Source: an optimization exercise on an open RTL-to-GDS flow (aim: small area and a short achievable clock period). Production flows keep margins and buffers that such runs may drop. The RTL was checked by simulation tests, not by an equivalence proof against the original design. The clock port is modelled as an ideal driver, which makes a skipped or thinned clock tree look cheaper than it is; a real chip needs a root buffer or a tree. No activity file was given, so power comes from the tool's default toggle rates.

## job 9048
## fir_filter
module fir_filter (
    data_in, data_out, clk, rst
);
    output [17:0] data_out;
    input  [7:0]  data_in;
    input         clk, rst;
    wire [7:0] d = data_in;
    reg  [7:0]  x1n;
    reg  [7:0]  x2;
    reg  [7:0]  x3n;
    reg  [7:0]  x4;
    reg  [7:0]  x5n;
    reg  [7:0]  x6;
    reg  [7:0]  x7;
    reg  [17:0] s;
    wire p1, p2;
    ha u_p1 (.a(x2[0]), .b(x4[0]), .s(p1), .co(p2));
    wire p3, p4;
    fa u_p3 (.a(x2[1]), .b(x4[1]), .c(x6[1]), .s(p3), .co(p4));
    wire p5, p6;
    fa u_p5 (.a(x2[2]), .b(x4[2]), .c(x6[2]), .s(p5), .co(p6));
    wire p7, p8;
    fa u_p7 (.a(x2[3]), .b(x4[3]), .c(x6[3]), .s(p7), .co(p8));
    wire p9, p10;
    fa u_p9 (.a(x2[4]), .b(x4[4]), .c(x6[4]), .s(p9), .co(p10));
    wire p11, p12;
    fa u_p11 (.a(x2[5]), .b(x4[5]), .c(x6[5]), .s(p11), .co(p12));
    wire p13, p14;
    fa u_p13 (.a(x2[6]), .b(x4[6]), .c(x6[6]), .s(p13), .co(p14));
    wire p15, p16;
    fa u_p15 (.a(x2[7]), .b(x4[7]), .c(x6[7]), .s(p15), .co(p16));
    wire p17, p18;
    ha u_p17 (.a(x6[0]), .b(x7[0]), .s(p17), .co(p18));
    wire p19, p20;
    fa u_p19 (.a(x7[1]), .b(p2), .c(p3), .s(p19), .co(p20));
    wire p21, p22;
    fa u_p21 (.a(x7[2]), .b(p5), .c(p4), .s(p21), .co(p22));
    wire p23, p24;
    fa u_p23 (.a(x7[3]), .b(p7), .c(p6), .s(p23), .co(p24));
    wire p25, p26;
    fa u_p25 (.a(x7[4]), .b(p9), .c(p8), .s(p25), .co(p26));
    wire p27, p28;
    fa u_p27 (.a(x7[5]), .b(p11), .c(p10), .s(p27), .co(p28));
    wire p29, p30;
  ...
Size in the first run: roughly 510 cells after synthesis, roughly 77 flip-flops, roughly 28 I/O pins, ~5400 um^2 of cells after synthesis.
==> flow/config.mk <==
export PLATFORM = sky130hd
export DESIGN_NAME = fir_filter
export DESIGN_NICKNAME = fir_filter
export VERILOG_FILES = /design/flow/design.v
export SDC_FILE = /design/flow/constraint.sdc
export NUM_CORES = 4
export LEC_CHECK = 0
export ABC_AREA = 1
export CAP_MARGIN = 20
export CORE_MARGIN = 2
export CORE_UTILIZATION = 65
export SETUP_SLACK_MARGIN = 3.5
export SLEW_MARGIN = 20
export SYNTH_HIERARCHICAL = 1
==> flow/constraint.sdc <==
create_clock -name core_clock -period 11.0 [get_ports {clk}]
set_input_delay 2.2000 -clock core_clock [delete_from_list [all_inputs] [get_ports {clk}]]
set_output_delay 2.2000 -clock core_clock [all_outputs]
set_load 0.01 [all_outputs]
standard.sh (not shown) runs the stock make flow with config.mk's settings and CLKGATE_MAP_FILE= SYNTH_SCRIPT=/design/flow/synth_recipe.tcl, a recipe that flattens the netlist after the stock synthesis.
==> flow/flow/run.sh <==
#!/bin/bash
# Layout flow: the standard ORFS flow (standard.sh, unchanged synthesis),
# with two layout settings changed:
#  - ports are buffered with the smallest buffer (repair_timing upsizes the
#    ones on critical paths) instead of the delay cell buffer_ports picks;
#  - clock tree synthesis without dummy loads.
# Each tool's output is in this folder's orfs/logs; the make output is in
# flow.log.
set -euo pipefail
export BUFFER_PORTS_ARGS="-buffer_cell sky130_fd_sc_hd__buf_1"
export CTS_ARGS="-sink_clustering_enable -repair_clock_nets -dont_use_dummy_load -buf_list {sky130_fd_sc_hd__clkbuf_8}"
bash standard.sh finish > flow.log 2>&1
Input-level comparison between job 7860 and job 9048:
Settings: ABC_AREA removed (was 1).
Findings:
[job 7860] area share of xor/xnor cells in the synthesized design rose 1.2 points relative to job 9048
In the flow results for job 9048 and job 7860, the layout overhead on the synthesized area is smaller on job 9048.
Sort job 9048 and job 7860 by adder-cell share of the synthesized area asc -> top: job 9048
In the tables for job 9048 and job 7860, minimum clock period reads higher with job 7860.
Taking job 9048 as the reference, in job 7860 post-route clock period utilization now sits higher; first-pass GRT wire length now sits lower; clock skew now sits lower; share of total power in combinational logic now sits higher.
Input-level comparison between job 3442 and job 7860:
Settings: swapping 65 for 80 in CORE_UTILIZATION.
[summary]
The lower area enclosed by the die boundary came out of job 3442. Comparing job 7860 and job 3442, fraction of power consumed by the clock network is lower on job 3442. Compared with job 7860, job 3442 shows sequential fraction of total cell area lower by 0.44 points. Job 3442 reached the end of the flow, and the finished layout is clean on the timing, DRC and antenna checks. As of job 3442, die width had fallen by a little under 10% compared to job 7860. Across both runs, slew at the pin with the worst max-slew slack was lower for job 3442 than for job 7860.
For job 6522, these inputs were changed with respect to job 3442:
Settings: swapping 80 for 50 in CORE_UTILIZATION.
Taking job 6522 as 1.0, job 3442 lands at 1.4 on wire length reported by the detailed router.
On clock-pin slew reported for the worst setup and hold paths after clock tree synthesis, job 3442 and job 6522 are neck and neck.
Relative to job 3442, the via count measured on job 6522 has decreased by more than 10%.
Job 6522 against job 3442; placed instance area is up slightly.
Arrival time at the worst endpoint: job 6522 vs job 3442 down 0.20 ns
Final critical delay including setup and external delays, job 3442 and job 6522: larger value in job 3442

try-nickel:
Another version of the RTL of fir_filter (not shown whole).
Size: ~76 flip-flops, about 28 I/O pins, roughly 4900 um^2 of cells after synthesis.
Design fir_filter, start of the top module:
module fir_filter (
    data_in, data_out, clk, rst
);
    output [17:0] data_out;
    input  [7:0]  data_in;
    input         clk, rst;
    wire [7:0] d = data_in;
    reg  [7:0]  x1n;
    reg  [7:0]  x2;
    reg  [7:0]  x3n;
    reg  [7:0]  x4;
    reg  [7:0]  x5n;
    reg  [7:0]  x6;
    reg  [7:0]  x7;
    reg  [17:0] s;
    wire p1, p2;
    fa u_p1 (.a(x2[0]), .b(x4[0]), .c(x6[0]), .s(p1), .co(p2));
    wire p3, p4;
    fa u_p3 (.a(x7[0]), .b(p1), .c(d[0]), .s(p3), .co(p4));
    wire p5, p6;
    fa u_p5 (.a(x2[1]), .b(x4[1]), .c(x6[1]), .s(p5), .co(p6));
    wire p7, p8;
    fa u_p7 (.a(x7[1]), .b(p2), .c(p5), .s(p7), .co(p8));
    wire p9, p10;
    fa u_p9 (.a(p7), .b(d[1]), .c(p4), .s(p9), .co(p10));
    wire p11, p12;
    fa u_p11 (.a(x2[2]), .b(x4[2]), .c(x6[2]), .s(p11), .co(p12));
    wire p13, p14;
    fa u_p13 (.a(x7[2]), .b(p6), .c(p11), .s(p13), .co(p14));
    wire p15, p16;
    fa u_p15 (.a(p8), .b(p13), .c(d[2]), .s(p15), .co(p16));
    wire p17, p18;
    fa u_p17 (.a(x2[3]), .b(x4[3]), .c(x6[3]), .s(p17), .co(p18));
    wire p19, p20;
    fa u_p19 (.a(x7[3]), .b(p12), .c(p17), .s(p19), .co(p20));
    wire p21, p22;
    fa u_p21 (.a(p14), .b(p19), .c(d[3]), .s(p21), .co(p22));
    wire p23, p24;
    fa u_p23 (.a(x2[4]), .b(x4[4]), .c(x6[4]), .s(p23), .co(p24));
    wire p25, p26;
    fa u_p25 (.a(x7[4]), .b(p18), .c(p23), .s(p25), .co(p26));
    wire p27, p28;
    fa u_p27 (.a(p20), .b(p25), .c(d[4]), .s(p27), .co(p28));
    wire p29, p30;
  ...
clock: 11.0 ns
lec_check: 0
cap_margin: 20
core_margin: 2
core_utilization: 58
setup_slack_margin: 3.6
slew_margin: 20
synth_hierarchical: 1
==> flow/flow/run.sh <==
#!/bin/bash
# Layout flow: the standard ORFS flow (standard.sh, unchanged synthesis),
# with these layout changes:
#  - ports are buffered with the smallest buffer (repair_timing upsizes the
#    ones on critical paths) instead of the delay cell buffer_ports picks;
#  - the clock tree is a root buffer and four leaf buffers (flow/cts_tree.tcl,
#    sourced before the CTS step) instead of TritonCTS's 9-buffer H-tree.
# Each tool's output is in this folder's orfs/logs; the make output is in
# flow.log.
set -euo pipefail
here=$(cd "$(dirname "$0")" && pwd)
export BUFFER_PORTS_ARGS="-buffer_cell sky130_fd_sc_hd__buf_1"
export PRE_CTS_TCL="$here/cts_tree.tcl"
export CTS_NLEAF=4
export CTS_ROOT_CELL=sky130_fd_sc_hd__clkbuf_8
export CTS_LEAF_CELL=sky130_fd_sc_hd__clkbuf_8
bash standard.sh finish > flow.log 2>&1
Other scripts of this flow, unchanged in this note and not shown: flow/flow/cts_tree.tcl
> inputs changed (try-nickel -> try-amber)
# try-nickel
export LEC_CHECK = 0
export CAP_MARGIN = 20
export CORE_MARGIN = 2
export CORE_UTILIZATION = 58
export SETUP_SLACK_MARGIN = 3.6
export SLEW_MARGIN = 20
export SYNTH_HIERARCHICAL = 1
create_clock -name core_clock -period 11.0 [get_ports {clk}]
# try-amber
export LEC_CHECK = 0
export CAP_MARGIN = 20
export CORE_MARGIN = 2
export CORE_UTILIZATION = 58
export PLACE_DENSITY = 0.45
export SETUP_SLACK_MARGIN = 3.7
export SLEW_MARGIN = 20
export SYNTH_HIERARCHICAL = 1
create_clock -name core_clock -period 11.0 [get_ports {clk}]
--- outcome ---
As far as die area goes, try-nickel and try-amber are indistinguishable; the numbers are identical.
try-nickel → try-amber: synthesized-area fraction occupied by ao, oa, aoi and oai cells did not really move, total of cells resized after clock tree synthesis went up, synthesized cell count did not really move, cell area after layout did not really move.
try-amber against try-nickel: final wirelength has remained practically unchanged; synthesis-to-finish area growth has remained practically unchanged; met1 wire length has decreased.
Modified inputs, try-ember compared to try-amber
# try-amber
export LEC_CHECK = 0
export CAP_MARGIN = 20
export CORE_MARGIN = 2
export CORE_UTILIZATION = 58
export PLACE_DENSITY = 0.45
export SETUP_SLACK_MARGIN = 3.7
export SLEW_MARGIN = 20
export SYNTH_HIERARCHICAL = 1
create_clock -name core_clock -period 11.0 [get_ports {clk}]
# try-ember
export LEC_CHECK = 0
export CAP_MARGIN = 20
export CORE_MARGIN = 2
export CORE_UTILIZATION = 52
export SETUP_SLACK_MARGIN = 3.7
export SLEW_MARGIN = 20
export SYNTH_HIERARCHICAL = 1
create_clock -name core_clock -period 11.0 [get_ports {clk}]
Results
Across try-amber and try-ember, the outcome is the same: a clean finish for every run.
Higher minimum setup slack in the final design among try-amber and try-ember: try-ember
try-ember against try-amber; cell-internal power is up slightly.
Relative to try-amber, sequential share of layout area has gone down in try-ember.
try-ember against try-amber; final wirelength is up by a few percent.
The following lists how try-willow was set up differently from try-ember:
# try-ember
export LEC_CHECK = 0
export CAP_MARGIN = 20
export CORE_MARGIN = 2
export CORE_UTILIZATION = 52
export SETUP_SLACK_MARGIN = 3.7
export SLEW_MARGIN = 20
export SYNTH_HIERARCHICAL = 1
create_clock -name core_clock -period 11.0 [get_ports {clk}]
# try-willow
export LEC_CHECK = 0
export CAP_MARGIN = 20
export CORE_MARGIN = 2
export CORE_UTILIZATION = 58
export SETUP_SLACK_MARGIN = 3.7
export SLEW_MARGIN = 20
export SYNTH_HIERARCHICAL = 1
create_clock -name core_clock -period 11.0 [get_ports {clk}]
Findings:
The capturing instance or port of the critical path comes out data_out[15] in one run and data_out[13] in the other, namely in try-ember and try-willow respectively. try-willow against try-ember: worst setup slack went down by 0.012 ns, first-pass GRT wire length went down by about 7%, routed wire length went down by 2.9%.
Setup changes, try-willow to try-onyx
# try-willow
export LEC_CHECK = 0
export CAP_MARGIN = 20
export CORE_MARGIN = 2
export CORE_UTILIZATION = 58
export SETUP_SLACK_MARGIN = 3.7
export SLEW_MARGIN = 20
export SYNTH_HIERARCHICAL = 1
create_clock -name core_clock -period 11.0 [get_ports {clk}]
# try-onyx
export LEC_CHECK = 0
export CAP_MARGIN = 20
export CORE_MARGIN = 2
export CORE_UTILIZATION = 72
export SETUP_SLACK_MARGIN = 3.7
export SLEW_MARGIN = 20
export SYNTH_HIERARCHICAL = 1
create_clock -name core_clock -period 11.0 [get_ports {clk}]
Results
Compared with try-willow, in try-onyx max-capacitance violation count essentially unchanged, part of the total power dissipated in combinational logic increased 0.2 points, die area decreased 1700 um^2. Final wirelength, try-onyx vs try-willow: up slightly. Diff try-willow and try-onyx: fmax lower in try-onyx. As far as total power is concerned, try-onyx and try-willow perform about the same.
In every run of this note, the design's own scripts or RTL, not TritonCTS, make the clock network.

[static timing again, ports no longer ideal]
How much do the figures lean on ideal ports? The routed layouts below were timed once more, with nothing changed but the port constraints.
Step 1 sets driving cells, clkbuf_16 on the clock port and buf_2 on the other inputs (assumed; they add their load-dependent delay and slew).
Step 2 also shifts input and output timing later by t, the mid clock arrival at the registers, as if the neighbouring blocks saw the same clock.
Slacks: ideal ports / drivers / drivers and shift; pairs: ideal ports / drivers.
run	t (ns)	slack for setup (ns)	worst slew at a driven data input, ns
job 9048	0.372	3.690 / 3.662 / 3.414	0.03
job 7860	0.367	3.638 / 3.598 / 3.292	0.05
job 3442	0.389	3.418 / 3.388 / 3.136	0.08
job 6522	0.383	3.622 / 3.593 / 3.316	0.04
try-nickel	0.358	3.766 / 3.736 / 3.587	0.04
try-amber	0.358	3.811 / 3.781 / 3.671	0.04
try-ember	0.361	3.823 / 3.786 / 3.719	0.05
try-willow	0.358	3.811 / 3.781 / 3.671	0.04
try-onyx	0.357	3.780 / 3.730 / 3.572	0.06
After both steps every run listed still meets setup and hold. For job 7860, which loses most, drivers alone change the setup slack by -0.040 ns; drivers and shift together by -0.346 ns.
